From an optimization exercise on the open Yosys and OpenROAD flow, aimed at small area; shortcuts taken in it are not production practice. Where RTL was checked, it was by simulation tests only, not by an equivalence proof against the original. The RTL of runs 3 to 5 was laid out without a check of its function. Power figures rest on the tool's default switching activity, not on a simulated workload.

File: flow/run.sh
#!/bin/bash
# Own layout flow: the standard flow with three changes.
#  1. Synthesis is synth_recipe.tcl unchanged except that Yosys's abc pass runs
#     flow/abc_area.script (an area-oriented mapping). abc maps only the
#     combinational logic, after the flip-flops are mapped and named, so the
#     registers are those of the standard synthesis.
#  2. Port buffers are sky130_fd_sc_hd__buf_1 instead of the default buffer.
#  3. Clock tree: clkbuf_8 buffers, sinks clustered by 20, no dummy loads.
# Each tool's output goes to a log file in the work folder.
set -euo pipefail
W=$PWD
F=$W/flow

{
	head -n 1 "$W/synth_recipe.tcl"
	cat <<EOF
proc abc {args} {
	set i [lsearch \$args -script]
	if { \$i >= 0 } { set args [lreplace \$args \$i [expr {\$i + 1}] -script $F/abc_area.script] }
	yosys abc {*}\$args
}
EOF
	tail -n +2 "$W/synth_recipe.tcl"
} > "$W/own_synth.tcl"

make -C "$FLOW_HOME" DESIGN_CONFIG="$W/config.mk" WORK_HOME="$W/orfs" CLKGATE_MAP_FILE= \
	SYNTH_SCRIPT="$W/own_synth.tcl" synth > "$W/own_synth.log" 2>&1

bash "$W/standard.sh" \
	"BUFFER_PORTS_ARGS=-buffer_cell sky130_fd_sc_hd__buf_1" \
	"CTS_ARGS=-sink_clustering_enable -repair_clock_nets -buf_list sky130_fd_sc_hd__clkbuf_8 -sink_clustering_size 20 -sink_clustering_max_diameter 70 -dont_use_dummy_load" \
	finish > "$W/own_layout.log" 2>&1
File: flow/abc_area.script
&get -n
&st
&dch -f
&nf -a -R 1000
&put
mfs2
strash
&get -n
&st
&dch -f
&nf -a -R 1000
&put
topo
stime -c
File: standard.sh
#!/bin/bash
# synth_recipe.tcl (not shown) runs the flow's synth.tcl, then flattens the netlist and writes it again
# the make line also repeats each setting of config.mk as NAME=value (left out here)
make -C /OpenROAD-flow-scripts/flow DESIGN_CONFIG=/design/flow/config.mk WORK_HOME=/design/flow/orfs CLKGATE_MAP_FILE= SYNTH_SCRIPT=/design/flow/synth_recipe.tcl "${@:-finish}"
File: config.mk
export PLATFORM = sky130hd
export DESIGN_NAME = CPU
export DESIGN_NICKNAME = CPU
export VERILOG_FILES = /design/flow/design.v
export SDC_FILE = /design/flow/constraint.sdc
export NUM_CORES = 4
export LEC_CHECK = 0
export CAP_MARGIN = 0
export CORE_MARGIN = 2
export CORE_UTILIZATION = 40
export SLEW_MARGIN = 0
File: constraint.sdc
create_clock -name core_clock -period 10.0 [get_ports {clock}]
set_input_delay 2.0000 -clock core_clock [delete_from_list [all_inputs] [get_ports {clock}]]
set_output_delay 2.0000 -clock core_clock [all_outputs]
set_load 0.01 [all_outputs]
File: design.v
`timescale 1ns / 1ps
module CPU(
	input clock,
	input [15:0] d_datain,
	input enable,
	input [15:0] i_datain,
	input reset,
	input start,
	output [7:0] d_addr,
	output [15:0] d_dataout,
	output d_we,
	output [7:0] i_addr
	);
	localparam [4:0] NOP = 5'b00000, HALT = 5'b00001, LOAD = 5'b00010, STORE = 5'b00011,
		LDIH = 5'b10000, ADD = 5'b01000, ADDI = 5'b01001, ADDC = 5'b10001, SUB = 5'b10010,
		SUBI = 5'b10011, SUBC = 5'b10100, CMP = 5'b01100, AND = 5'b01101, OR = 5'b01110,
		NOT = 5'b10111, XOR = 5'b01111, SLL = 5'b00100, SRL = 5'b00110, SLA = 5'b00101,
		SRA = 5'b00111, SLR = 5'b01010, SRR = 5'b01011, JUMP = 5'b11000, JMPR = 5'b11001,
		BZ = 5'b11010, BNZ = 5'b11011, BN = 5'b11100, BNN = 5'b11101, BC = 5'b11110,
		BNC = 5'b11111, INC = 5'b10101, DEC = 5'b10110;
	reg run;
	reg [7:0] pc;
	reg [7:0] id_hi, id_lo;
	reg [7:0] ex_hi, ex_lo;
	wire [15:0] id_ir = {id_hi, id_lo};
	wire [15:0] ex_ir = {ex_hi, ex_lo};
	reg [4:0] mem_op;
	reg [2:0] mem_r1;
	reg [15:0] reg_C;
	reg cf;
	reg [15:0] smdr1;
	reg wb_wr, wb_halt;
	reg [2:0] wb_r1;
	reg [15:0] reg_C1;
	reg p_wr;
	reg [2:0] p_r1;
	reg [15:0] reg_C2;
	reg [15:0] gr [0:7];
	wire mem_load  = (mem_op == LOAD);
	wire mem_store = (mem_op == STORE);
	wire zf = (reg_C == 16'd0);
	wire nf = reg_C[15];
	wire taken = (mem_op == JUMP) || (mem_op == JMPR) ||
		((mem_op == BZ) && zf) || ((mem_op == BNZ) && !zf) ||
		((mem_op == BN) && nf) || ((mem_op == BNN) && !nf) ||
		((mem_op == BC) && cf) || ((mem_op == BNC) && !cf);
	assign i_addr = pc;
	assign d_we = mem_store;
	assign d_addr = (mem_load || mem_store) ? reg_C[7:0] : 8'd0;
	assign d_dataout = mem_store ? smdr1 : 16'd0;
	wire mem_wr = (mem_op == LOAD) || (mem_op == LDIH) || (mem_op == ADD) ||
		(mem_op == ADDI) || (mem_op == ADDC) || (mem_op == SUB) || (mem_op == SUBI) ||
		(mem_op == SUBC) || (mem_op == INC) || (mem_op == DEC) || (mem_op == AND) ||
		(mem_op == OR) || (mem_op == NOT) || (mem_op == XOR) || (mem_op == SLL) ||
		(mem_op == SRL) || (mem_op == SLA) || (mem_op == SRA) || (mem_op == SLR) ||
		(mem_op == SRR);
	wire [4:0] iop = i_datain[15:11];
	wire [2:0] ld_r = id_ir[10:8];
	wire stall = (id_ir[15:11] == LOAD) && (
		(((iop == ADD) || (iop == ADDC) || (iop == SUB) || (iop == SUBC) ||
		  (iop == OR) || (iop == XOR) || (iop == AND)) &&
		 ((ld_r == i_datain[2:0]) || (ld_r == i_datain[6:4]))) ||
		(((iop == LOAD) || (iop == STORE) || (iop == INC) || (iop == DEC) ||
		  (iop == NOT) || (iop == SLL) || (iop == SRL) || (iop == SLA) ||
		  (iop == SRA) || (iop == SLR) || (iop == SRR)) &&
		 (ld_r == i_datain[6:4])) ||
		(((iop == LDIH) || (iop == ADDI) || (iop == SUBI)) &&
		 (ld_r == i_datain[10:8])));
	wire [4:0] op = ex_ir[15:11];
	wire [2:0] r1 = ex_ir[10:8];
	wire [2:0] r2 = ex_ir[6:4];
	wire [2:0] r3 = ex_ir[2:0];
	wire [3:0] f4 = ex_ir[3:0];
	wire [7:0] imm8 = ex_ir[7:0];
	wire op_br = (op == BZ) || (op == BNZ) || (op == BN) || (op == BNN) ||
		(op == BC) || (op == BNC) || (op == JMPR);
	wire op_imm = (op == LDIH) || (op == ADDI) || (op == SUBI);
	wire op_fwdA = (op == ADD) || (op == ADDC) || (op == SUB) || (op == SUBC) ||
		(op == CMP) || (op == AND) || (op == OR) || (op == NOT) || (op == XOR) ||
		(op == INC) || (op == DEC) || (op == SLL) || (op == SRL) || (op == SLA) ||
		(op == SRA) || (op == SLR) || (op == SRR);
	wire op_fwdB = (op == ADD) || (op == ADDC) || (op == SUB) || (op == SUBC) ||
		(op == CMP) || (op == AND) || (op == OR) || (op == XOR);
	wire a_p = op_fwdA && (r2 == p_r1);
	wire a_w = op_fwdA && (r2 == wb_r1) && !a_p;
	wire a_m = ((op_fwdA && (r2 == mem_r1)) || (op_imm && (r1 == mem_r1))) && !a_p && !a_w;
	wire a_g = (op != JUMP) && !a_p && !a_w && !a_m;
	wire [2:0] ra = (op_br || op_imm) ? r1 : r2;
	wire b_p = op_fwdB && (f4 == {1'b0, p_r1});
	wire b_w = op_fwdB && (f4 == {1'b0, wb_r1}) && !b_p;
	wire b_m = op_fwdB && (f4 == {1'b0, mem_r1}) && !b_p && !b_w;
	wire b_g = !b_p && !b_w && !b_m;
	wire [2:0] rb = (op == STORE) ? r1 : r3;
	reg [15:0] in1, fB;
	integer j;
	always @(*) begin
		in1 = ({16{a_p}} & reg_C2) | ({16{a_w}} & reg_C1) | ({16{a_m}} & reg_C);
		fB = ({16{b_p}} & reg_C2) | ({16{b_w}} & reg_C1) | ({16{b_m}} & reg_C);
		for (j = 0; j < 8; j = j + 1) begin
			in1 = in1 | ({16{a_g && (ra == j)}} & gr[j]);
			fB = fB | ({16{b_g && (rb == j)}} & gr[j]);
		end
	end
	reg [15:0] in2;
	always @(*) begin
		case (op)
			ADD, ADDC, SUB, SUBC, CMP, AND, OR, XOR: in2 = fB;
			STORE: in2 = {12'd0, f4};
			ADDI, SUBI, JUMP, JMPR, BZ, BNZ, BN, BNN, BC, BNC: in2 = {8'd0, imm8};
			LDIH: in2 = {imm8, 8'd0};
			default: in2 = 16'd0;
		endcase
	end
	wire op_sub = (op == SUB) || (op == SUBI) || (op == SUBC) || (op == CMP) || (op == DEC);
	wire op_addc = (op == ADDC) || (op == BC) || (op == BNC);
	wire [15:0] bx = op_sub ? ~in2 : in2;
	wire cin = (op_sub && (op != DEC)) || (op == INC) || (op_addc && cf);
	wire [15:0] pp = in1 ^ bx;
	wire [15:0] gg = in1 & bx;
	wire [8:0] sum_lo = {1'b0, in1[7:0]} + {1'b0, bx[7:0]} + {8'd0, cin};
	wire [8:0] sum_h0 = {1'b0, in1[15:8]} + {1'b0, bx[15:8]};
	wire [8:0] sum_h1 = {1'b0, in1[15:8]} + {1'b0, bx[15:8]} + 9'd1;
	wire [16:0] sum = {sum_lo[8] ? sum_h1 : sum_h0, sum_lo[7:0]};
	wire cf_next = op_addc ? sum[16] : ((op == SUBC) || (op == CMP)) ? !sum[16] : 1'b0;
	wire [3:0] k = f4;
	wire left = (op == SLL) || (op == SLA) || (op == SLR);
	wire [3:0] amt = left ? (4'd0 - k) : k;
	wire [31:0] rr = {in1, in1} >> amt;
	wire [15:0] rot = rr[15:0];
	reg [15:0] ge;
	integer i;
	always @(*)
		for (i = 0; i < 16; i = i + 1)
			ge[i] = (i >= k);
	wire [15:0] ger;
	genvar gi;
	generate
		for (gi = 0; gi < 16; gi = gi + 1) begin : g_rev
			assign ger[gi] = ge[15 - gi];
		end
	endgenerate
	wire shl = (op == SLL) || (op == SLA);
	wire shr = (op == SRL) || (op == SRA);
	wire [15:0] shm = shl ? ge : shr ? ger : 16'hffff;
	wire [15:0] shf = ((op == SRA) && in1[15]) ? ~ger : 16'd0;
	wire [15:0] shv = (rot & shm) | shf;
	reg [3:0] tt;
	always @(*) begin
		case (op)
			AND: tt = 4'b1000;
			OR: tt = 4'b1110;
			XOR: tt = 4'b0110;
			default: tt = 4'b0011;	 
		endcase
	end
	reg [15:0] lu;
	integer li;
	always @(*)
		for (li = 0; li < 16; li = li + 1)
			lu[li] = tt[{in1[li], in2[li]}];
	reg [15:0] result;
	always @(*) begin
		case (op)
			LOAD, STORE, LDIH, ADD, ADDI, ADDC, SUB, SUBI, SUBC, CMP, INC, DEC,
			JUMP, JMPR, BZ, BNZ, BN, BNN, BC, BNC: result = sum[15:0];
			AND, OR, XOR, NOT: result = lu;
			SLL, SLA, SLR, SRR, SRL, SRA: result = shv;
			default: result = 16'd0;
		endcase
	end
	always @(posedge clock or negedge reset) begin
		if (!reset)
			run <= 1'b0;
		else if (run)
			run <= enable && !wb_halt;
		else
			run <= enable && start;
	end
	always @(posedge clock or negedge reset) begin
		if (!reset) begin
			pc <= 8'd0;
			id_hi <= 8'd0;
			ex_hi <= 8'd0;
			mem_op <= 5'd0;
			mem_r1 <= 3'd0;
			reg_C <= 16'd0;
			wb_wr <= 1'b0;
			wb_halt <= 1'b0;
			wb_r1 <= 3'd0;
		end else if (run) begin
			if (stall)
				id_hi <= 8'd0;
			else begin
				id_hi <= i_datain[15:8];
				pc <= taken ? reg_C[7:0] : pc + 8'd1;
			end
			ex_hi <= id_hi;
			mem_op <= op;
			mem_r1 <= r1;
			reg_C <= result;
			wb_wr <= mem_wr;
			wb_halt <= (mem_op == HALT);
			wb_r1 <= mem_r1;
		end
	end
	always @(posedge clock) begin
		if (run) begin
			id_lo <= i_datain[7:0];
			ex_lo <= id_lo;
			cf <= cf_next;
			smdr1 <= fB;
			reg_C1 <= mem_load ? d_datain : reg_C;
			p_wr <= wb_wr;
			p_r1 <= wb_r1;
			reg_C2 <= reg_C1;
			if (p_wr)
				gr[p_r1] <= reg_C2;
		end
	end
endmodule
==> results by group, run 1 <==
Layout
  • Area delta synth->final: 11.0%
  • Most common cell after layout, fill and taps aside: edfxtp_1
  • Post-route cell area: 0.0151 mm²
  • Fillers: 3180
  • Final Util: 45.0%
  • Layout cells sized above 1: 5.75%
  • Nets: 1418
  • Leading cell types in the layout, fill and taps excluded: edfxtp_1, nand2_1, nor2_1

Routing
  • Residual DRC: 0
  • Via density: 6.54
  • ANT nets after route: 0
  • 1st-pass router iterations: 11
  • Wire per inst: 26.0 µm
  • Via Count: 11813
  • Initial DRC Count: 2005
  • Routed WL: 47000 µm

CTS
  • Hold_buf cts: 0
  • Clock buffer depth: 3
  • Post-CTS Resized: 0
  • CTS buffer count: 21
  • Htree depth: 1
  • Post-CTS Repair Setup Buffers: 0
  • Clock sink total: 251
  • Clock-pin transition on the worst setup and hold timing paths: 0.09 ns
  • CTS tree: built
  • Worst skew pair latency: 0.60 ns
  • Root Buffer: clkbuf_8

Setup path
  • Slowest CP cell: nor2_1
  • CP max FO: 19
  • Element type at the critical path end: flip-flop
  • Launching element type of the critical path: flip-flop
  • Worst R2R End: cf$_DFFE_PP_
  • R2R Setup Slk: 1.74 ns
  • Worst EP arrival: 8.54 ns
  • Critical path class: reg2reg
  • Reg2reg start: ex_hi[4]$_DFFE_PN0P_
  • Register-to-Register Path Depth: 27
  • Worst setup path start: ex_hi[4]$_DFFE_PN0P_
  • Max incr delay on CP: 0.87 ns
  • Most frequent CP cell: a21o_1
  • Critical Path RT: 10.27 ns

STA
  • # setup viols final: 0
  • Worst slew pin tran: 1.27 ns
  • Slew HR: 14.9%
  • Worst Clk Skew: 0.0857 ns
  • Fmax: 121 MHz
  • Minimum clock period: 8.26 ns
  • Fin crit share: 82.6%
  • RSZ-0062 raised after global routing: no
  • Setup TNS: 0 ns
  • Fin worst setup slack: 1.74 ns
  • Final Hold Fails: 0
  • Slew Limit Fails: 0
  • Min Hold Slack: 0.426 ns

Logic synthesis
  • Syn. warnings: 1
  • EDFF count, synth: 197
  • Avg Cell Area, Syn: 11.1 µm²
  • Mapped cell area: 0.0136 mm²
  • Post-synth ARST share: 21.5%
  • Mapped Cells: 1227
  • Synth unique cells: 51
  • Sequential share of the synthesized area: 53.4%
  • FF+latch count, synth: 251
  • Syn Nets: 1286
  • Ys flop type: edfxtp_1

Pwr
  • Max IR drop VDD: 0.146 mV
  • Power Density: 291 mW/mm²
  • Static Leakage: 5.25 nW

Floorplan
  • Die span in y: 188 µm
  • Chip width: 188 µm
  • DIE AREA: 0.0355 mm²
  • Starting Density: 40.6%
  • Total core area: 0.0335 mm²
  • Row count: 67
  • I/O pin cnt: 69

Worst hold path
  • Hold path depth: 0
  • Min-delay worst type: reg2reg
  • Worst Min Path Start: id_lo[3]$_DFFE_PP_
  • Hold Path End: ex_lo[3]$_DFFE_PP_

Job
  • Max Cap Viol: 0

GRT
  • GRT Total Usage: 26.1%
  • Maximum number of pins on one net before global-route repair: 72
  • Vias in the first global route: 11023
  • Remaining Overflow, GRT: 0
  • First-pass GRT wire length: 70000 µm
  • Initial antenna violation count: 1

Place
  • IO buf count: 68
  • Pre-CTS WS: 2.01 ns
  • Routability Congestion: 1.01
  • Placed cell area: 0.0148 mm²
  • Final HPWL DP: 32000 µm

Status
  • Outcome: finished clean
-- Yosys cell counts, types with 28 or more instances --
library cell / count / share of area (%)
a21oi_1: 82 / 3.0
a222oi_1: 81 / 6.0
a22oi_1: 29 / 1.6
clkinv_1: 30 / 0.83
dfrtp_1: 54 / 9.9
edfxtp_1: 197 / 43
mux2_1: 36 / 3.0
mux2i_1: 32 / 2.4
nand2_1: 136 / 3.8
nand3_1: 36 / 1.3
nor2_1: 113 / 3.1
o21ai_0: 69 / 2.5
o22ai_1: 28 / 1.3
xnor2_1: 38 / 2.4
xor2_1: 34 / 2.2
-- report_power, final --
| part | internal [W] | switching, W |
|---|---|---|
| clock | 0.000188 | 0.000321 |
| combinational | 0.000871 | 0.00144 |
| sequential | 0.00130 | 0.000273 |
| total | 0.00236 | 0.00204 |
-- worst max path at each step --
stage	to
2_1_floorplan	cf$_DFFE_PP_
3_3_place_gp	cf$_DFFE_PP_
3_5_place_dp	cf$_DFFE_PP_
4_1_cts	cf$_DFFE_PP_
5_1_grt	cf$_DFFE_PP_
6_report	cf$_DFFE_PP_
-- cells by family (layout without fill, tap and decap cells) --
kind of cell             count (synthesis)  after routing  share of synthesized area (%)
AO/OA/AOI/OAI                          382            382                           20.0
XOR/XNOR                                72             72                           4.64
adder cells (fa/ha/maj)                 23             23                           2.28
buffers and inverters                   30            160                          0.828
flip-flops                             251            251                           53.4
multiplexers                            68             68                           5.34
other                                    0              1                              0
AND/OR/NAND/NOR                        401            401                           13.5
-- worst max-delay path: cells and delay by family (launching register included) --
kind,cells,cell delay (ns)
XOR/XNOR,1,0.28
AO/OA/AOI/OAI,6,0.94
adder cells (fa/ha/maj),2,0.86
flip-flops,1,0.67
multiplexers,1,0.35
AND/OR/NAND/NOR,15,4.33
buffers and inverters,2,0.53
-- state kept, by name, summed over array words and instances (netlist names), 5 cells and up --
signal	flops
pc	8
id_hi	8
ex_lo	8
gr	128
mem_op	5
reg_C2	16
ex_hi	8
reg_C1	16
smdr1	16
id_lo	8
reg_C	16
-- routing by layer --
metal / vias to the layer above / wire [µm] / global-route usage [%]
met5: - / 0 / 0
met4: 0 / 2610 / 12.6
met3: 166 / 5250 / 4.58
met2: 847 / 19800 / 38.2
met1: 5641 / 19300 / 37.4
li1: 5159 / - / -
-- final cells by class --
type | instances | area [µm²] | share of cell area (%)
sequential | 251 | 7270 | 48.2
multi-input combinational | 946 | 6300 | 41.7
clock buffer | 21 | 289 | 1.91
antenna | 1 | 2.50 | 0.0166
tap | 448 | 561 | 3.71
timing repair buffer | 109 | 564 | 3.74
inverter | 30 | 113 | 0.746
-- per-stage QoR --
step                      power (W)  std cells
after CTS                   0.00434       1805
after global placement      0.00381       1784
after global routing        0.00465       1805
after detailed placement    0.00382       1784
after floorplan             0.00306       1227
final                       0.00440       1806
==> run 2: changes to the inputs <==
--- a/flow/run.sh
+++ b/flow/run.sh
@@ -30,3 +30,3 @@
 	"BUFFER_PORTS_ARGS=-buffer_cell sky130_fd_sc_hd__buf_1" \
-	"CTS_ARGS=-sink_clustering_enable -repair_clock_nets -buf_list sky130_fd_sc_hd__clkbuf_8 -sink_clustering_size 20 -sink_clustering_max_diameter 70 -dont_use_dummy_load" \
+	"CTS_ARGS=-sink_clustering_enable -repair_clock_nets -buf_list sky130_fd_sc_hd__clkbuf_8 -sink_clustering_size 20 -sink_clustering_max_diameter 50 -dont_use_dummy_load" \
 	finish > "$W/own_layout.log" 2>&1
--- a/config.mk
+++ b/config.mk
@@ -7,5 +7,5 @@
 export LEC_CHECK = 0
-export CAP_MARGIN = 0
+export CAP_MARGIN = 20
 export CORE_MARGIN = 2
 export CORE_UTILIZATION = 40
-export SLEW_MARGIN = 0
+export SLEW_MARGIN = 20
==> run 2 against run 1 <==
Critical path depth unchanged. Critical path type unchanged. Highest routed layer unchanged. Sequential power about the same. Hold slack got worse by 0.029 ns. Combinational power about the same. Non-clock buffer count unchanged. Still clean. Maximum frequency increased by 0.67%. Final area increased by 0.84%.
==> results by group, run 2 <==
Place
  • IO buf count: 68 (unchanged)
  • Routability Congestion: 1.01 (unchanged)
  • Final HPWL DP: 31900 µm (-0.25%)

Pwr
  • Max IR drop VDD: 0.128 mV (-12%)
  • Total Power: 0.00447 W (+1.6%)
  • Power Density: 293 mW/mm² (+0.73%)
  • Static Leakage: 5.32 nW (+1.3%)

Layout
  • Nets: 1426 (+0.56%)
  • Area delta synth->final: 11.9%
  • Reg with most FFs: gr
  • Leading cell types in the layout, fill and taps excluded: edfxtp_1, nand2_1, nor2_1
  • Fillers: 3131 (-1.5%)
  • Layout cells sized above 1: 6.52% (+0.77 points)
  • Ant diodes: 0 (-1)
  • Most common cell after layout, fill and taps aside: edfxtp_1
  • Number of flip-flops in the largest register: 128 (unchanged)

Logic synthesis
  • Sequential share of the synthesized area: 53.4% (unchanged)
  • Post-synth top area share: 43.5% (unchanged)
  • Area leader, netlist: edfxtp_1
  • Mapped Cells: 1227 (unchanged)
  • FF+latch count, synth: 251 (unchanged)
  • Mapped cell area: 0.0136 mm² (unchanged)
  • Synth unique cells: 51 (unchanged)
  • Ys flop type: edfxtp_1
  • Avg Cell Area, Syn: 11.1 µm² (unchanged)
  • Syn. warnings: 1 (unchanged)
  • Syn Nets: 1286 (unchanged)
  • Cell with the most instances after synthesis: edfxtp_1
  • EDFF count, synth: 197 (unchanged)
  • Synth top cells by count: edfxtp_1, nand2_1, nor2_1, a21oi_1, a222oi_1
  • Synth top area cells: edfxtp_1, dfrtp_1, a222oi_1
  • Post-synth ARST share: 21.5% (unchanged)

CTS
  • CTS buffer count: 29 (+38%)
  • Hold_buf cts: 0 (unchanged)
  • Worst skew pair latency: 0.65 ns (+0.05 ns)
  • Htree depth: 1 (unchanged)
  • CTS tree: built
  • Clock buffer depth: 3 (unchanged)
  • Post-CTS Resized: 0 (unchanged)
  • Clock-pin transition on the worst setup and hold timing paths: 0.08 ns (about the same)
  • Clock sink total: 251 (unchanged)
  • Root Buffer: clkbuf_8
  • Post-CTS Repair Setup Buffers: 0 (unchanged)

Floorplan
  • Starting Density: 40.6% (unchanged)
  • Row count: 67 (unchanged)
  • Total core area: 0.0335 mm² (unchanged)
  • I/O pin cnt: 69 (unchanged)
  • Chip width: 188 µm (unchanged)
  • Die span in y: 188 µm (unchanged)
  • DIE AREA: 0.0355 mm² (unchanged)

Routing
  • Top sig layer: met4
  • DRT met1 WL: 18900 µm (-2.1%)
  • Routed WL: 46800 µm (-0.25%)
  • DR WL met2: 19600 µm (-0.99%)
  • Initial DRC Count: 1891 (-5.7%)
  • 1st-pass router iterations: 11 (unchanged)
  • WL met3: 5890 µm (+12%)
  • Residual DRC: 0 (unchanged)
  • Via Count: 11793 (-0.17%)
  • Wire per inst: 25.8 µm (-0.63%)
  • Via density: 6.50 (-0.55%)
  • ANT nets after route: 0 (unchanged)

STA
  • RSZ-0062 raised after global routing: no
  • Setup TNS: 0 ns (unchanged)
  • Fin crit share: 82.1% (-0.55 points)
  • Worst slew pin tran: 1.13 ns (-0.142 ns)
  • Slew Limit Fails: 0 (unchanged)
  • # setup viols final: 0 (unchanged)
  • Slew HR: 24.6% (+9.7 points)
  • Worst Clk Skew: 0.0989 ns (+0.0132 ns)
  • Final Hold Fails: 0 (unchanged)
  • Fmax: 122 MHz (+0.67%)
  • Minimum clock period: 8.21 ns (-0.0546 ns)

Setup path
  • Critical Path RT: 10.30 ns (+0.03 ns)
  • Launching element type of the critical path: flip-flop
  • Delay-heaviest family, CP: simple AND/OR/NAND/NOR gates
  • Max incr delay on CP: 0.84 ns (-0.03 ns)
  • Most frequent CP cell: a21o_1
  • Critical path class: reg2reg
  • Element type at the critical path end: flip-flop
  • CP max FO: 19 (unchanged)
  • Worst Path Buf+Inv: 2 (unchanged)
  • Slowest CP cell: nor2_1
  • Worst EP arrival: 8.51 ns (-0.03 ns)

GRT
  • Maximum number of pins on one net before global-route repair: 72 (unchanged)
  • First-pass GRT wire length: 69400 µm (-0.81%)
  • Vias in the first global route: 10906 (-1.1%)
  • GRT Total Usage: 25.9% (-0.14 points)
  • Remaining Overflow, GRT: 0 (unchanged)
  • Initial antenna violation count: 0 (-1)

Status
  • Outcome: finished clean

Job
  • Max Cap Viol: 0 (unchanged)

Worst hold path
  • Min-delay worst type: reg2reg
-- run 2: cell counts after synthesis --
No cell type changed its count.
-- run 2: power by group --
part / total, W / internal (W) / switching (W)
registers: 0.00158 / 0.00130 / 0.000273
logic: 0.00230 / 0.000871 / 0.00143
clock network: 0.000590 / 0.000254 / 0.000337
-- run 2: per-stage QoR --
stage               cell area [µm²]  cells  setup slack [ns]  utilization (%)  hold slack (ns)
finish                        15200   1813              1.79             45.4            0.397
CTS                           15200   1813              1.92             45.4            0.398
floorplan                     13600   1227              1.50                -            0.400
detailed placement            14800   1784              2.02             44.2            0.407
global route                  15200   1813              1.20             45.4            0.407
global placement              14800   1784              2.32             44.1            0.402
-- run 2: worst paths after layout --
path,from,to,slack (ns),cells after the start
worst max-delay path,ex_hi[7]$_DFFE_PN0P_,cf$_DFFE_PP_,1.79,27
max in group asynchronous,reset,reg_C[7]$_DFFE_PN0P_,7.91,2
worst min-delay path,id_lo[0]$_DFFE_PP_,ex_lo[0]$_DFFE_PP_,0.40,0
worst min register to register,id_lo[0]$_DFFE_PP_,ex_lo[0]$_DFFE_PP_,0.40,0
worst max register to register,ex_hi[7]$_DFFE_PN0P_,cf$_DFFE_PP_,1.79,27
min in group asynchronous,reset,id_hi[1]$_DFFE_PN0P_,1.53,2
-- run 2: logic make-up after synthesis --
logic type	synth area share, %
AO/OA/AOI/OAI	20.0
flip-flops	53.4
XOR/XNOR	4.64
buffers and inverters	0.828
AND/OR/NAND/NOR	13.5
multiplexers	5.34
adder cells (fa/ha/maj)	2.28
-- run 2: per-layer routing --
metal	vias to the layer above	GRT usage, %
met4	0	12.5
met1	5512	37.2
met2	945	37.9
li1	5175	-
met3	161	4.79
met5	-	0
-- run 2: final cells by class --
cell class / instances / area, µm² / area share, %
flip-flops and latches: 251 / 7270 / 47.8
multi-input cells: 946 / 6310 / 41.5
repair buffers: 109 / 564 / 3.71
well taps: 448 / 561 / 3.68
clock buffers: 29 / 399 / 2.62
inverters: 30 / 113 / 0.740
==> run 3: changes to the inputs <==
--- a/design.v
+++ b/design.v
@@ -117,8 +117,6 @@
 	wire cin = (op_sub && (op != DEC)) || (op == INC) || (op_addc && cf);
-	wire [15:0] pp = in1 ^ bx;
-	wire [15:0] gg = in1 & bx;
-	wire [8:0] sum_lo = {1'b0, in1[7:0]} + {1'b0, bx[7:0]} + {8'd0, cin};
-	wire [8:0] sum_h0 = {1'b0, in1[15:8]} + {1'b0, bx[15:8]};
-	wire [8:0] sum_h1 = {1'b0, in1[15:8]} + {1'b0, bx[15:8]} + 9'd1;
-	wire [16:0] sum = {sum_lo[8] ? sum_h1 : sum_h0, sum_lo[7:0]};
+	wire [10:0] sum_lo = {1'b0, in1[9:0]} + {1'b0, bx[9:0]} + {10'd0, cin};
+	wire [6:0] sum_h0 = {1'b0, in1[15:10]} + {1'b0, bx[15:10]};
+	wire [6:0] sum_h1 = {1'b0, in1[15:10]} + {1'b0, bx[15:10]} + 7'd1;
+	wire [16:0] sum = {sum_lo[10] ? sum_h1 : sum_h0, sum_lo[9:0]};
 	wire cf_next = op_addc ? sum[16] : ((op == SUBC) || (op == CMP)) ? !sum[16] : 1'b0;
--- a/flow/run.sh
+++ b/flow/run.sh
@@ -30,3 +30,3 @@
 	"BUFFER_PORTS_ARGS=-buffer_cell sky130_fd_sc_hd__buf_1" \
-	"CTS_ARGS=-sink_clustering_enable -repair_clock_nets -buf_list sky130_fd_sc_hd__clkbuf_8 -sink_clustering_size 20 -sink_clustering_max_diameter 50 -dont_use_dummy_load" \
+	"CTS_ARGS=-sink_clustering_enable -repair_clock_nets -buf_list sky130_fd_sc_hd__clkbuf_8 -sink_clustering_size 20 -sink_clustering_max_diameter 70 -dont_use_dummy_load" \
 	finish > "$W/own_layout.log" 2>&1
--- a/config.mk
+++ b/config.mk
@@ -7,5 +7,5 @@
 export LEC_CHECK = 0
-export CAP_MARGIN = 20
+export CAP_MARGIN = 0
 export CORE_MARGIN = 2
 export CORE_UTILIZATION = 40
-export SLEW_MARGIN = 20
+export SLEW_MARGIN = 0
==> run 3 against run 2 <==
Still clean. Register-to-register slack improved by 0.41 ns. Hold slack improved by 0.027 ns. Via count decreased by 2.0%. Final area decreased by 0.41%. Clock power decreased by 15%. Combinational power increased by 3%. Clock skew increased by 0.0050 ns. Utilization decreased by 0.073 points. Critical endpoint is now reg_C[13]$_DFFE_PN0P_. Largest power group unchanged.
==> results by group, run 3 <==
Status
  • Outcome: finished clean

Routing
  • Via Count: 11557 (-2.0%)
  • DR WL met2: 20100 µm (+2.7%)
  • WL met3: 4980 µm (-15%)
  • Residual DRC: 0 (unchanged)
  • ANT nets after route: 0 (unchanged)
  • Routed WL: 45700 µm (-2.5%)
  • Wire per inst: 25.5 µm (-1.3%)
  • Via density: 6.45 (-0.80%)
  • 1st-pass router iterations: 10 (-1)
  • Top sig layer: met4
  • DRT met1 WL: 18700 µm (-1.3%)
  • Initial DRC Count: 1985 (+5.0%)

Logic synthesis
  • FF+latch count, synth: 251 (unchanged)
  • Cell with the most instances after synthesis: edfxtp_1
  • EDFF count, synth: 197 (unchanged)
  • Mapped Cells: 1203 (-2.0%)
  • Synth top area cells: edfxtp_1, dfrtp_1, a222oi_1
  • Syn. warnings: 1 (unchanged)
  • Ys flop type: edfxtp_1
  • Post-synth top area share: 43.6% (+0.084 points)
  • Area leader, netlist: edfxtp_1
  • Synth top cells by count: edfxtp_1, nor2_1, nand2_1, a21oi_1, a222oi_1
  • Mapped cell area: 0.0136 mm² (-0.19%)
  • Sequential share of the synthesized area: 53.5% (+0.10 points)
  • Avg Cell Area, Syn: 11.3 µm² (+1.8%)
  • Post-synth ARST share: 21.5% (unchanged)
  • Syn Nets: 1262 (-1.9%)
  • Synth unique cells: 51 (unchanged)

Job
  • Max Cap Viol: 0 (unchanged)

Pwr
  • Total Power: 0.00442 W (-1.1%)
  • Max IR drop VDD: 0.155 mV (+21%)
  • Power Density: 292 mW/mm² (-0.65%)
  • Static Leakage: 5.17 nW (-2.8%)

STA
  • Slew HR: 13.4% (-11 points)
  • # setup viols final: 0 (unchanged)
  • Min Hold Slack: 0.424 ns (+0.0273 ns)
  • Fmax: 128 MHz (+5.2%)
  • Slew Limit Fails: 0 (unchanged)
  • Worst Clk Skew: 0.104 ns (+0.00501 ns)
  • RSZ-0062 raised after global routing: no
  • Setup TNS: 0 ns (unchanged)
  • Minimum clock period: 7.80 ns (-0.405 ns)
  • Worst slew pin tran: 1.29 ns (+0.169 ns)
  • Final Hold Fails: 0 (unchanged)
  • Fin crit share: 78.0% (-4.1 points)

Layout
  • Nets: 1402 (-1.7%)
  • Number of flip-flops in the largest register: 128 (unchanged)
  • Final Util: 45.3% (-0.073 points)
  • Leading cell types in the layout, fill and taps excluded: edfxtp_1, nor2_1, nand2_1
  • Post-route cell area: 0.0152 mm² (-0.41%)
  • Area delta synth->final: 11.7%
  • Reg with most FFs: gr
  • Most common cell after layout, fill and taps aside: edfxtp_1
  • Layout cells sized above 1: 6.71% (+0.19 points)

Floorplan
  • Total core area: 0.0334 mm² (-0.25%)
  • Chip width: 188 µm (about the same)
  • Starting Density: 40.6% (about the same)
  • I/O pin cnt: 69 (unchanged)
  • Die span in y: 188 µm (about the same)
  • Row count: 67 (unchanged)
  • DIE AREA: 0.0354 mm² (-0.19%)

GRT
  • Vias in the first global route: 10856 (-0.46%)
  • First-pass GRT wire length: 68300 µm (-1.6%)
  • Maximum number of pins on one net before global-route repair: 84 (+17%)
  • GRT Total Usage: 25.4% (-0.51 points)
  • Remaining Overflow, GRT: 0 (unchanged)
  • Initial antenna violation count: 2 (+2)

Setup path
  • Critical Path RT: 10.37 ns (+0.07 ns)
  • Register-to-Register Path Depth: 31 (+15%)
  • Launching element type of the critical path: flip-flop
  • Critical path class: reg2reg
  • Worst path depth: 31 (+15%)
  • Element type at the critical path end: flip-flop
  • CP max FO: 19 (unchanged)
  • Slowest CP cell: nor4b_2
  • Max incr delay on CP: 0.78 ns (-0.06 ns)
  • Most frequent CP cell: nand2_1
  • Delay-heaviest family, CP: simple AND/OR/NAND/NOR gates
  • Worst Path Buf+Inv: 2 (unchanged)
  • Worst EP arrival: 8.18 ns (-0.33 ns)

CTS
  • CTS tree: built
  • CTS buffer count: 20 (-31%)
  • Root Buffer: clkbuf_8
  • Hold_buf cts: 0 (unchanged)
  • Post-CTS Resized: 0 (unchanged)
  • Clock buffer depth: 3 (unchanged)
  • Post-CTS Repair Setup Buffers: 0 (unchanged)
  • Clock-pin transition on the worst setup and hold timing paths: 0.07 ns (about the same)
  • Htree depth: 1 (unchanged)
  • Clock sink total: 251 (unchanged)
  • Worst skew pair latency: 0.58 ns (-0.07 ns)

Place
  • Placed cell area: 0.0149 mm² (+0.43%)
  • Routability Congestion: 0.956 (-5.2%)
  • Final HPWL DP: 30900 µm (-3.1%)
  • IO buf count: 68 (unchanged)

Worst hold path
  • Min-delay worst type: reg2reg
  • Hold path depth: 0 (unchanged)
-- run 3: cell count changes after synthesis, sizes merged, moves of 7 or more --
cell / delta
nand2: -34
o22ai: -11
a22o: +8
a31oi: +7
o21ai: +7
-- run 3: cells by family (layout without fill, tap and decap cells) --
kind of cell	after synthesis	count (layout)	synth area share (%)
muxes	74	74	5.83
DFF	251	251	53.5
and+or+nand+nor	375	375	13.2
other	0	2	0
buffers and inverters	24	162	0.664
AOI/OAI and AO/OA	388	388	20.1
xor gates and xnor gates	68	68	4.39
adders and majority gates	23	23	2.29
-- run 3: stage by stage --
step                std cells  setup slack [ns]
finish                   1791              2.20
CTS                      1789              2.37
detailed placement       1769              2.53
global placement         1769              2.77
global route             1789              1.77
floorplan                1203              1.56
-- run 3: path summary, 6_finish.rpt --
check	start	slack, ns	endpoint
max	ex_hi[7]$_DFFE_PN0P_	2.20	reg_C[13]$_DFFE_PN0P_
min	id_lo[3]$_DFFE_PP_	0.42	ex_lo[3]$_DFFE_PP_
max reg2reg	ex_hi[7]$_DFFE_PN0P_	2.20	reg_C[13]$_DFFE_PN0P_
min reg2reg	id_lo[3]$_DFFE_PP_	0.42	ex_lo[3]$_DFFE_PP_
max in group asynchronous	reset	7.82	reg_C[14]$_DFFE_PN0P_
min in group asynchronous	reset	1.57	mem_op[0]$_DFFE_PN0P_
-- run 3: report_power, final --
| part | total [W] | switching [W] | internal [W] |
|---|---|---|---|
| Clock | 0.000500 | 0.000320 | 0.000180 |
| Sequential | 0.00155 | 0.000238 | 0.00131 |
| Combinational | 0.00237 | 0.00147 | 0.000909 |
-- run 3: layer usage --
| metal | vias to the layer above | GRT usage [%] |
|---|---|---|
| met5 | - | 0 |
| met4 | 0 | 10.5 |
| met3 | 124 | 4.38 |
| met2 | 757 | 38.8 |
| met1 | 5552 | 35.9 |
| li1 | 5124 | - |
-- run 3: area by class of cell --
cell class / instances / area (µm²)
Antenna cell: 2 / 5.00
Clock buffer: 20 / 275
Fill cell: 3080 / 18300
Inverter: 24 / 90.1
Multi-Input combinational cell: 928 / 6330
Sequential cell: 251 / 7270
Tap cell: 448 / 561
Timing Repair Buffer: 118 / 632
==> run 4: changes to the inputs <==
--- a/design.v
+++ b/design.v
@@ -117,6 +117,6 @@
 	wire cin = (op_sub && (op != DEC)) || (op == INC) || (op_addc && cf);
-	wire [10:0] sum_lo = {1'b0, in1[9:0]} + {1'b0, bx[9:0]} + {10'd0, cin};
-	wire [6:0] sum_h0 = {1'b0, in1[15:10]} + {1'b0, bx[15:10]};
-	wire [6:0] sum_h1 = {1'b0, in1[15:10]} + {1'b0, bx[15:10]} + 7'd1;
-	wire [16:0] sum = {sum_lo[10] ? sum_h1 : sum_h0, sum_lo[9:0]};
+	wire [11:0] sum_lo = {1'b0, in1[10:0]} + {1'b0, bx[10:0]} + {11'd0, cin};
+	wire [5:0] sum_h0 = {1'b0, in1[15:11]} + {1'b0, bx[15:11]};
+	wire [5:0] sum_h1 = {1'b0, in1[15:11]} + {1'b0, bx[15:11]} + 6'd1;
+	wire [16:0] sum = {sum_lo[11] ? sum_h1 : sum_h0, sum_lo[10:0]};
 	wire cf_next = op_addc ? sum[16] : ((op == SUBC) || (op == CMP)) ? !sum[16] : 1'b0;
==> run 4 against run 3 <==
Flip-flop and latch count stayed put. Critical endpoint is now cf$_DFFE_PP_. Largest cell class unchanged. Area after synthesis about the same. Worst setup slack lost 1.1 ns. Power decreased by 12%. Largest power group unchanged. Maximum frequency fell by 12%. Clock-buffer cell count rose by 1.
==> results by group, run 4 <==
Logic synthesis
  • Largest family of logic cells by synthesized area: compound AO/OA/AOI/OAI gates
  • Avg Cell Area, Syn: 11.3 µm² (-0.15%)
  • FF+latch count, synth: 251 (unchanged)
  • Ys flop type: edfxtp_1
  • Synth top cells by count: edfxtp_1, nand2_1, nor2_1, a222oi_1, a21oi_1
  • XOR/XNOR Fraction of Synth Area: 4.52% (+0.13 points)
  • Mux contribution to synthesized area: 5.64% (-0.19 points)
  • Synth unique cells: 54 (+5.9%)
  • Cell with the most instances after synthesis: edfxtp_1
  • Sequential share of the synthesized area: 53.5% (about the same)
  • Adder and majority gate portion of the synthesized area: 2.29% (about the same)
  • Synth top area cells: edfxtp_1, dfrtp_1, a222oi_1
  • Complex-gate fraction of the synthesized area: 19.9% (-0.22 points)
  • Mapped Cells: 1205 (+0.17%)
  • Area leader, netlist: edfxtp_1
  • EDFF count, synth: 197 (unchanged)
  • Mapped cell area: 0.0136 mm² (about the same)
  • Syn. warnings: 1 (unchanged)
  • Post-synth ARST share: 21.5% (unchanged)
  • Post-synth top area share: 43.6% (about the same)
  • Post-Synth Simple-Gate Area: 13.2% (-0.039 points)
  • Syn Nets: 1264 (+0.16%)

GRT
  • Remaining Overflow, GRT: 0 (unchanged)
  • Vias in the first global route: 10878 (+0.20%)
  • GRT Total Usage: 25.9% (+0.44 points)
  • Maximum number of pins on one net before global-route repair: 84 (unchanged)
  • Initial antenna violation count: 1 (-1)
  • First-pass GRT wire length: 69400 µm (+1.6%)

Worst hold path
  • Hold path depth: 0 (unchanged)
  • Min-delay worst type: reg2reg
  • Worst Min Path Start: id_lo[2]$_DFFE_PP_
  • Hold Path End: ex_lo[2]$_DFFE_PP_

Routing
  • Routed WL: 45900 µm (+0.54%)
  • Initial DRC Count: 1981 (-0.20%)
  • Via Count: 11471 (-0.74%)
  • Via density: 6.43 (-0.41%)
  • ANT nets after route: 0 (unchanged)
  • Residual DRC: 0 (unchanged)
  • Wire per inst: 25.7 µm (+0.88%)
  • 1st-pass router iterations: 13 (+3)

Setup path
  • Slowest CP cell: dfrtp_1
  • CP max FO: 24 (+5)
  • Critical Path RT: 10.30 ns (-0.07 ns)
  • Critical path class: reg2reg
  • Worst EP arrival: 9.21 ns (+1.03 ns)
  • Reg2reg start: ex_hi[7]$_DFFE_PN0P_
  • Register-to-Register Path Depth: 33 (+6.5%)
  • Max incr delay on CP: 0.78 ns (about the same)
  • Launching element type of the critical path: flip-flop
  • Element type at the critical path end: flip-flop
  • R2R Setup Slk: 1.09 ns (-1.10 ns)
  • Worst R2R End: cf$_DFFE_PP_

Floorplan
  • Die span in y: 188 µm (about the same)
  • Row count: 67 (unchanged)
  • I/O pin cnt: 69 (unchanged)
  • Total core area: 0.0334 mm² (unchanged)
  • Chip width: 188 µm (about the same)
  • Starting Density: 40.6% (about the same)
  • DIE AREA: 0.0354 mm² (about the same)

CTS
  • Post-CTS Resized: 0 (unchanged)
  • CTS tree: built
  • Clock buffer depth: 3 (unchanged)
  • Clock sink total: 251 (unchanged)
  • CTS buffer count: 21 (+5.0%)
  • Hold_buf cts: 0 (unchanged)
  • Clock-pin transition on the worst setup and hold timing paths: 0.08 ns (about the same)
  • Root Buffer: clkbuf_8
  • Worst skew pair latency: 0.58 ns (about the same)
  • Htree depth: 1 (unchanged)
  • Post-CTS Repair Setup Buffers: 0 (unchanged)

STA
  • # setup viols final: 0 (unchanged)
  • RSZ-0062 raised after global routing: no
  • Worst Clk Skew: 0.0827 ns (-0.0212 ns)
  • Worst slew pin tran: 1.16 ns (-0.131 ns)
  • Slew HR: 22.1% (+8.7 points)
  • Minimum clock period: 8.91 ns (+1.10 ns)
  • Setup TNS: 0 ns (unchanged)
  • Slew Limit Fails: 0 (unchanged)
  • Fmax: 112 MHz (-12%)
  • Fin crit share: 89.1% (+11 points)
  • Final Hold Fails: 0 (unchanged)

Layout
  • Reg with most FFs: gr
  • Layout cells sized above 1: 6.21% (-0.50 points)
  • Sequential cell area: 0.00727 mm² (unchanged)
  • Most common cell after layout, fill and taps aside: edfxtp_1
  • Number of flip-flops in the largest register: 128 (unchanged)
  • Final non-filler cell total: 1785 (-0.34%)
  • Leading cell types in the layout, fill and taps excluded: edfxtp_1, nand2_1, nor2_1
  • Multi-input gate area: 0.00627 mm² (-0.87%)
  • Fillers: 3065 (-0.49%)
  • Final Util: 45.2% (-0.16 points)
  • Ant diodes: 0 (-2)
  • Nets: 1398 (-0.29%)
  • Area delta synth->final: 11.3%

Pwr
  • Static Leakage: 5.23 nW (+1.3%)
  • Power Density: 257 mW/mm² (-12%)
  • Max IR drop VDD: 0.153 mV (-1.2%)

Place
  • Final HPWL DP: 31600 µm (+2.2%)
  • DP Cell Count: 1764 (-0.28%)
  • Routability Congestion: 0.951 (-0.56%)
  • IO buf count: 68 (unchanged)

Job
  • Max Cap Viol: 0 (unchanged)

Status
  • Outcome: finished clean
## run 4: cell types whose count changed in the layout (fill, tap and decap cells not counted), moves of 11 or more
cell      delta
a21oi_1     -11
clkinv_1    +12
mux2_1      -13
mux2i_1     +13
nand2_1     +17
o21ai_0     -22
o22ai_1     +12
## run 4: cells by family after synthesis
logic type      after synthesis
flops                       251
compound gates              372
buf+inv                      36
mux                          73
simple gates                380
fa+ha+maj                    23
xor+xnor                     70
## run 4: how the worst max path moves through the flow
stage	from	to	slack, ns	cells past startpoint
6_report	ex_hi[7]$_DFFE_PN0P_	cf$_DFFE_PP_	1.09	33
2_1_floorplan	ex_hi[7]$_DFFE_PN0P_	cf$_DFFE_PP_	1.82	32
3_3_place_gp	ex_hi[7]$_DFFE_PN0P_	cf$_DFFE_PP_	1.43	37
5_1_grt	ex_hi[7]$_DFFE_PN0P_	cf$_DFFE_PP_	0.43	36
4_1_cts	ex_hi[7]$_DFFE_PN0P_	cf$_DFFE_PP_	1.17	37
3_5_place_dp	ex_hi[7]$_DFFE_PN0P_	cf$_DFFE_PP_	1.23	33
## run 4: layout make-up
cell class / instances / share of cell area, %
clock buffer: 21 / 1.91
inverter: 36 / 0.895
multi-input combinational: 918 / 41.5
sequential: 251 / 48.1
tap: 448 / 3.71
timing repair buffer: 111 / 3.84
## run 4: power by group
group	switching, W	internal (W)	leakage, nW	total [W]
Clock	0.000327	0.000188	0.151	0.000515
Sequential	0.000234	0.00129	2.44	0.00153
Combinational	0.00113	0.000707	2.64	0.00184
Total	0.00169	0.00219	5.23	0.00388
## run 4: critical path, delay by kind of cell, from the launching register on
family	cells	cell delay [ns]
AOI/OAI and AO/OA	14	2.87
xor gates and xnor gates	2	0.43
adders and majority gates	1	0.45
buffers and inverters	1	0.23
DFF	1	0.78
muxes	1	0.36
and+or+nand+nor	14	3.52
## run 4: metal layers
layer | share of wire, % | track usage (%)
met4 | 4.7 | 10.6
met5 | 0 | 0
met3 | 10 | 5.18
met1 | 42 | 36.2
met2 | 44 | 39.4
## run 4: stage by stage
step	total power (W)	cell area [µm²]	hold slack, ns	worst slack, ns
detailed placement	0.00334	14800	0.405	1.23
global placement	0.00334	14800	0.403	1.43
global route	0.00413	15100	0.445	0.429
floorplan	0.00269	13600	0.400	1.82
finish	0.00388	15100	0.425	1.09
CTS	0.00386	15100	0.427	1.17
==> run 5: changes to the inputs <==
--- a/design.v
+++ b/design.v
@@ -74,29 +74,44 @@
 	wire [7:0] imm8 = ex_ir[7:0];
-	wire op_br = (op == BZ) || (op == BNZ) || (op == BN) || (op == BNN) ||
-		(op == BC) || (op == BNC) || (op == JMPR);
-	wire op_imm = (op == LDIH) || (op == ADDI) || (op == SUBI);
-	wire op_fwdA = (op == ADD) || (op == ADDC) || (op == SUB) || (op == SUBC) ||
-		(op == CMP) || (op == AND) || (op == OR) || (op == NOT) || (op == XOR) ||
-		(op == INC) || (op == DEC) || (op == SLL) || (op == SRL) || (op == SLA) ||
-		(op == SRA) || (op == SLR) || (op == SRR);
-	wire op_fwdB = (op == ADD) || (op == ADDC) || (op == SUB) || (op == SUBC) ||
-		(op == CMP) || (op == AND) || (op == OR) || (op == XOR);
-	wire a_p = op_fwdA && (r2 == p_r1);
-	wire a_w = op_fwdA && (r2 == wb_r1) && !a_p;
-	wire a_m = ((op_fwdA && (r2 == mem_r1)) || (op_imm && (r1 == mem_r1))) && !a_p && !a_w;
-	wire a_g = (op != JUMP) && !a_p && !a_w && !a_m;
-	wire [2:0] ra = (op_br || op_imm) ? r1 : r2;
-	wire b_p = op_fwdB && (f4 == {1'b0, p_r1});
-	wire b_w = op_fwdB && (f4 == {1'b0, wb_r1}) && !b_p;
-	wire b_m = op_fwdB && (f4 == {1'b0, mem_r1}) && !b_p && !b_w;
-	wire b_g = !b_p && !b_w && !b_m;
-	wire [2:0] rb = (op == STORE) ? r1 : r3;
+	wire [4:0] dop = id_ir[15:11];
+	wire [2:0] d1 = id_ir[10:8];
+	wire [2:0] d2 = id_ir[6:4];
+	wire [2:0] d3 = id_ir[2:0];
+	wire [3:0] d4 = id_ir[3:0];
+	wire d_br = (dop == BZ) || (dop == BNZ) || (dop == BN) || (dop == BNN) ||
+		(dop == BC) || (dop == BNC) || (dop == JMPR);
+	wire d_imm = (dop == LDIH) || (dop == ADDI) || (dop == SUBI);
+	wire d_fwdA = (dop == ADD) || (dop == ADDC) || (dop == SUB) || (dop == SUBC) ||
+		(dop == CMP) || (dop == AND) || (dop == OR) || (dop == NOT) || (dop == XOR) ||
+		(dop == INC) || (dop == DEC) || (dop == SLL) || (dop == SRL) || (dop == SLA) ||
+		(dop == SRA) || (dop == SLR) || (dop == SRR);
+	wire d_fwdB = (dop == ADD) || (dop == ADDC) || (dop == SUB) || (dop == SUBC) ||
+		(dop == CMP) || (dop == AND) || (dop == OR) || (dop == XOR);
+	wire na_p = d_fwdA && (d2 == wb_r1);
+	wire na_w = d_fwdA && (d2 == mem_r1) && !na_p;
+	wire na_m = ((d_fwdA && (d2 == r1)) || (d_imm && (d1 == r1))) && !na_p && !na_w;
+	wire na_g = (dop != JUMP) && !na_p && !na_w && !na_m;
+	wire [2:0] nra = (d_br || d_imm) ? d1 : d2;
+	wire nb_p = d_fwdB && (d4 == {1'b0, wb_r1});
+	wire nb_w = d_fwdB && (d4 == {1'b0, mem_r1}) && !nb_p;
+	wire nb_m = d_fwdB && (d4 == {1'b0, r1}) && !nb_p && !nb_w;
+	wire nb_g = !nb_p && !nb_w && !nb_m;
+	wire [2:0] nrb = (dop == STORE) ? d1 : d3;
+	reg [10:0] nselA, nselB;
+	integer j;
+	always @(*) begin
+		for (j = 0; j < 8; j = j + 1) begin
+			nselA[j] = na_g && (nra == j);
+			nselB[j] = nb_g && (nrb == j);
+		end
+		nselA[10:8] = {na_p, na_w, na_m};
+		nselB[10:8] = {nb_p, nb_w, nb_m};
+	end
+	reg [10:0] selA, selB;
 	reg [15:0] in1, fB;
-	integer j;
-	always @(*) begin
-		in1 = ({16{a_p}} & reg_C2) | ({16{a_w}} & reg_C1) | ({16{a_m}} & reg_C);
-		fB = ({16{b_p}} & reg_C2) | ({16{b_w}} & reg_C1) | ({16{b_m}} & reg_C);
+	always @(*) begin
+		in1 = ({16{selA[10]}} & reg_C2) | ({16{selA[9]}} & reg_C1) | ({16{selA[8]}} & reg_C);
+		fB = ({16{selB[10]}} & reg_C2) | ({16{selB[9]}} & reg_C1) | ({16{selB[8]}} & reg_C);
 		for (j = 0; j < 8; j = j + 1) begin
-			in1 = in1 | ({16{a_g && (ra == j)}} & gr[j]);
-			fB = fB | ({16{b_g && (rb == j)}} & gr[j]);
+			in1 = in1 | ({16{selA[j]}} & gr[j]);
+			fB = fB | ({16{selB[j]}} & gr[j]);
 		end
@@ -110,2 +125,4 @@
 			LDIH: in2 = {imm8, 8'd0};
+			INC, DEC: in2 = 16'd1;
+			NOT: in2 = 16'hffff;
 			default: in2 = 16'd0;
@@ -116,7 +133,14 @@
 	wire [15:0] bx = op_sub ? ~in2 : in2;
-	wire cin = (op_sub && (op != DEC)) || (op == INC) || (op_addc && cf);
-	wire [11:0] sum_lo = {1'b0, in1[10:0]} + {1'b0, bx[10:0]} + {11'd0, cin};
-	wire [5:0] sum_h0 = {1'b0, in1[15:11]} + {1'b0, bx[15:11]};
-	wire [5:0] sum_h1 = {1'b0, in1[15:11]} + {1'b0, bx[15:11]} + 6'd1;
-	wire [16:0] sum = {sum_lo[11] ? sum_h1 : sum_h0, sum_lo[10:0]};
+	wire cin = op_sub | (op_addc & cf);
+	wire [15:0] pp = in1 ^ bx;
+	wire [15:0] gg = in1 & bx;
+	wire [16:0] cc;
+	assign cc[0] = cin;
+	genvar ci;
+	generate
+		for (ci = 0; ci < 16; ci = ci + 1) begin : g_rc
+			assign cc[ci + 1] = gg[ci] | (pp[ci] & cc[ci]);
+		end
+	endgenerate
+	wire [16:0] sum = {cc[16], pp ^ cc[15:0]};
 	wire cf_next = op_addc ? sum[16] : ((op == SUBC) || (op == CMP)) ? !sum[16] : 1'b0;
@@ -139,21 +163,2 @@
 	endgenerate
-	wire shl = (op == SLL) || (op == SLA);
-	wire shr = (op == SRL) || (op == SRA);
-	wire [15:0] shm = shl ? ge : shr ? ger : 16'hffff;
-	wire [15:0] shf = ((op == SRA) && in1[15]) ? ~ger : 16'd0;
-	wire [15:0] shv = (rot & shm) | shf;
-	reg [3:0] tt;
-	always @(*) begin
-		case (op)
-			AND: tt = 4'b1000;
-			OR: tt = 4'b1110;
-			XOR: tt = 4'b0110;
-			default: tt = 4'b0011;	 
-		endcase
-	end
-	reg [15:0] lu;
-	integer li;
-	always @(*)
-		for (li = 0; li < 16; li = li + 1)
-			lu[li] = tt[{in1[li], in2[li]}];
 	reg [15:0] result;
@@ -163,4 +168,9 @@
 			JUMP, JMPR, BZ, BNZ, BN, BNN, BC, BNC: result = sum[15:0];
-			AND, OR, XOR, NOT: result = lu;
-			SLL, SLA, SLR, SRR, SRL, SRA: result = shv;
+			AND: result = in1 & in2;
+			OR: result = in1 | in2;
+			XOR, NOT: result = in1 ^ in2;
+			SLL, SLA: result = rot & ge;
+			SLR, SRR: result = rot;
+			SRL: result = rot & ger;
+			SRA: result = (rot & ger) | (~ger & {16{in1[15]}});
 			default: result = 16'd0;
@@ -207,2 +217,4 @@
 			ex_lo <= id_lo;
+			selA <= nselA;
+			selB <= nselB;
 			cf <= cf_next;
--- a/flow/run.sh
+++ b/flow/run.sh
@@ -30,3 +30,3 @@
 	"BUFFER_PORTS_ARGS=-buffer_cell sky130_fd_sc_hd__buf_1" \
-	"CTS_ARGS=-sink_clustering_enable -repair_clock_nets -buf_list sky130_fd_sc_hd__clkbuf_8 -sink_clustering_size 20 -sink_clustering_max_diameter 70 -dont_use_dummy_load" \
+	"CTS_ARGS=-sink_clustering_enable -repair_clock_nets -buf_list sky130_fd_sc_hd__clkbuf_8 -sink_clustering_size 16 -sink_clustering_max_diameter 40 -dont_use_dummy_load" \
 	finish > "$W/own_layout.log" 2>&1
--- a/config.mk
+++ b/config.mk
@@ -7,5 +7,5 @@
 export LEC_CHECK = 0
-export CAP_MARGIN = 0
+export CAP_MARGIN = 20
 export CORE_MARGIN = 2
-export CORE_UTILIZATION = 40
-export SLEW_MARGIN = 0
+export CORE_UTILIZATION = 65
+export SLEW_MARGIN = 20
==> run 5 against run 4 <==
Die area down 35%. Final area rose by 4.9%. First-iteration DRC count decreased by 5.7%. Still clean. Sequential power increased by 7%. Maximum frequency fell by 7.1%. Power fell by 7.8%. Cell count shrank 8.2%. Utilization increased by 28 points. Hold slack lost 0.0040 ns.
==> results by group, run 5 <==
Status
  • Outcome: finished clean

Floorplan
  • DIE AREA: 0.0231 mm² (-35%)
  • I/O pin cnt: 69 (unchanged)
  • Starting Density: 65.7% (+25 points)
  • Row count: 54 (-19%)
  • Die span in y: 152 µm (-19%)
  • Chip width: 152 µm (-19%)
  • Total core area: 0.0217 mm² (-35%)

STA
  • Fmax: 104 MHz (-7.1%)
  • Worst Clk Skew: 0.0655 ns (-0.0173 ns)
  • Fin crit share: 95.9% (+6.8 points)
  • Setup TNS: 0 ns (unchanged)
  • Slew HR: 26.8% (+4.7 points)
  • Minimum clock period: 9.59 ns (+0.684 ns)
  • Final Hold Fails: 0 (unchanged)
  • RSZ-0062 raised after global routing: no
  • Slew Limit Fails: 0 (unchanged)
  • # setup viols final: 0 (unchanged)
  • Worst slew pin tran: 1.10 ns (-0.0657 ns)

Logic synthesis
  • Sequential share of the synthesized area: 55.6% (+2.1 points)
  • Synth top area cells: edfxtp_1, dfrtp_1, a222oi_1
  • FF+latch count, synth: 273 (+8.8%)
  • Avg Cell Area, Syn: 11.9 µm² (+5.5%)
  • Area leader, netlist: edfxtp_1
  • Cell with the most instances after synthesis: edfxtp_1
  • Mapped Cells: 1199 (-0.50%)
  • Syn Nets: 1287 (+1.8%)
  • Mapped cell area: 0.0142 mm² (+4.9%)
  • Ys flop type: edfxtp_1
  • Syn. warnings: 1 (unchanged)
  • Post-synth top area share: 46.2% (+2.6 points)
  • Post-synth ARST share: 19.8% (-1.7 points)
  • Synth unique cells: 56 (+3.7%)
  • EDFF count, synth: 219 (+11%)
  • Synth top cells by count: edfxtp_1, nand2_1, nor2_1, a22oi_1, a21oi_1

Setup path
  • Launching element type of the critical path: flip-flop
  • Critical path class: reg2reg
  • CP max FO: 10 (-58%)
  • Element type at the critical path end: flip-flop
  • Max incr delay on CP: 0.53 ns (-0.25 ns)
  • Worst EP arrival: 9.97 ns (+0.76 ns)
  • Most frequent CP cell: fa_1
  • Slowest CP cell: edfxtp_1
  • Critical Path RT: 10.38 ns (+0.08 ns)

Place
  • IO buf count: 68 (unchanged)
  • DP Cell Count: 1600 (-9.3%)
  • Routability Congestion: 0.986 (+3.7%)
  • Final HPWL DP: 30100 µm (-4.7%)

Routing
  • Wire per inst: 27.2 µm (+5.6%)
  • ANT nets after route: 0 (unchanged)
  • Via density: 7.24 (+13%)
  • Via Count: 11862 (+3.4%)
  • Residual DRC: 0 (unchanged)
  • Initial DRC Count: 1868 (-5.7%)
  • 1st-pass router iterations: 9 (-4)
  • Routed WL: 44500 µm (-3.1%)

GRT
  • Remaining Overflow, GRT: 0 (unchanged)
  • GRT Total Usage: 37.8% (+12 points)
  • Initial antenna violation count: 1 (unchanged)
  • Vias in the first global route: 11251 (+3.4%)
  • First-pass GRT wire length: 66200 µm (-4.6%)
  • Maximum number of pins on one net before global-route repair: 64 (-24%)

CTS
  • Worst skew pair latency: 0.55 ns (-0.03 ns)
  • CTS buffer count: 37 (+76%)
  • CTS tree: built
  • Clock sink total: 273 (+8.8%)
  • Htree depth: 2 (+1)
  • Clock-pin transition on the worst setup and hold timing paths: 0.06 ns (-0.02 ns)
  • Clock buffer depth: 3 (unchanged)
  • Root Buffer: clkbuf_8

Layout
  • Reg with most FFs: gr
  • Fillers: 1531 (-50%)
  • Most common cell after layout, fill and taps aside: edfxtp_1
  • Area delta synth->final: 11.2% (about the same)
  • Leading cell types in the layout, fill and taps excluded: edfxtp_1, nand2_1, nor2_1
  • Final non-filler cell total: 1639 (-8.2%)
  • Number of flip-flops in the largest register: 128 (unchanged)
  • Nets: 1448 (+3.6%)
  • Layout cells sized above 1: 7.73% (+1.5 points)

Pwr
  • Total Power: 0.00358 W (-7.8%)
  • Power Density: 226 mW/mm² (-12%)
  • Static Leakage: 5.52 nW (+5.5%)
  • Max IR drop VDD: 0.150 mV (-1.8%)

Job
  • Max Cap Viol: 0 (unchanged)

Worst hold path
  • Min-delay worst type: reg2reg
[run 5: cell count changes in the layout (fill, tap and decap cells not counted), sizes merged, moves of 12 or more]
cell | before | now
mux2i | 45 | 19
a222oi | 84 | 59
a221oi | 12 | 26
fa | 3 | 16
clkbuf | 22 | 38
nand2 | 119 | 107
nand4 | 7 | 21
edfxtp | 197 | 219
nor2 | 102 | 87
clkinv | 36 | 60
xnor2 | 41 | 25
a22oi | 28 | 76
ha | 20 | 36
[run 5: kinds of logic (layout without fill, tap and decap cells)]
group | Yosys count | in the layout | synth area share (%)
other | 0 | 1 | 0
multiplexers | 50 | 50 | 3.78
adder cells (fa/ha/maj) | 52 | 52 | 5.41
buffers and inverters | 60 | 219 | 1.58
XOR/XNOR | 53 | 53 | 3.26
flip-flops | 273 | 273 | 55.6
AND/OR/NAND/NOR | 339 | 339 | 11.2
AO/OA/AOI/OAI | 372 | 372 | 19.1
[run 5: layout make-up]
class	instances	area, µm²	area share [%]
antenna	1	2.50	0.0158
clock buffer	37	509	3.22
inverter	60	225	1.42
multi-input combinational	866	6160	38.9
sequential	273	7930	50.1
tap	280	350	2.21
timing repair buffer	122	662	4.18
[run 5: stage by stage]
step	setup WS, ns	cell area, µm²	utilization (%)	hold WS [ns]
finish	0.409	15800	73.0	0.421
global route	0.0363	15800	73.0	0.427
CTS	0.0876	15800	72.9	0.422
detailed placement	0.167	15300	70.5	0.411
global placement	0.435	15300	70.5	0.405
floorplan	0.362	14200	-	0.400
[run 5: critical path, delay by kind of cell, from the launching register on]
kind,cells,cell delay (ns)
AOI/OAI and AO/OA,6,1.18
xor gates and xnor gates,1,0.16
adders and majority gates,16,7.02
buffers and inverters,3,0.26
DFF,1,0.53
and+or+nand+nor,2,0.29
[run 5: final timing paths]
kind	cells after the start	slack [ns]	start	to
setup / recovery	28	0.41	reg_C2[0]$_DFFE_PP_	reg_C[15]$_DFFE_PN0P_
hold / removal	0	0.42	id_lo[7]$_DFFE_PP_	ex_lo[7]$_DFFE_PP_
setup reg to reg	28	0.41	reg_C2[0]$_DFFE_PP_	reg_C[15]$_DFFE_PN0P_
hold reg to reg	0	0.42	id_lo[7]$_DFFE_PP_	ex_lo[7]$_DFFE_PP_
max in group asynchronous	2	7.63	reset	ex_hi[5]$_DFFE_PN0P_
min in group asynchronous	1	1.38	reset	reg_C[14]$_DFFE_PN0P_
[run 5: metal layers]
metal  vias to the layer above  global-route usage, %  wire (µm)
li1                       5117                      -          -
met1                      5569                   52.0      16000
met2                       996                   57.0      19500
met3                       180                   7.96       6210
met4                         0                   20.5       2740
met5                         -                      0          0
[run 5: power breakdown]
part | internal [W] | switching [W] | leakage, nW
Clock | 0.000328 | 0.000371 | 0.266
Sequential | 0.00141 | 0.000225 | 2.62
Combinational | 0.000489 | 0.000757 | 2.63
[run 5: repair_timing]
action | CTS | global route
hold buffers | 0 | 0
resized for setup | 0 | 6
endpoints found under the hold margin | 0 | 0
setup endpoints to repair | 0 | 1
setup buffers | 0 | 1

## separate check: timing with driven ports
In the flow no input, the clock included, has a driving cell. The finished layouts below were timed again as built, in two steps. Step 1 (the two cells are an assumption about what drives the block):
set clk [get_ports {clock}]
set_driving_cell -lib_cell sky130_fd_sc_hd__clkbuf_16 $clk
set_driving_cell -lib_cell sky130_fd_sc_hd__buf_2 [delete_from_list [all_inputs] $clk]
Step 2 moves the port delays by t, midway between the first and last clock arrival at a register: inputs arrive t later, outputs are due t later. That takes back most of the time a late clock gives input paths. a / b / c = ideal ports / drivers / drivers and shift; a / b = the first two.
| run | t (ns) | setup WS [ns] | worst hold slack (ns) |
|---|---|---|---|
| run 1 | 0.604 | 1.735 / 1.735 / 1.735 | 0.426 / 0.426 / 0.426 |
| run 2 | 0.647 | 1.790 / 1.790 / 1.790 | 0.397 / 0.397 / 0.397 |
| run 3 | 0.580 | 2.195 / 2.195 / 2.195 | 0.424 / 0.424 / 0.424 |
| run 4 | 0.587 | 1.093 / 1.093 / 1.093 | 0.425 / 0.425 / 0.425 |
| run 5 | 0.566 | 0.409 / 0.409 / 0.409 | 0.421 / 0.421 / 0.421 |
After both steps setup and hold are still met in every run listed.
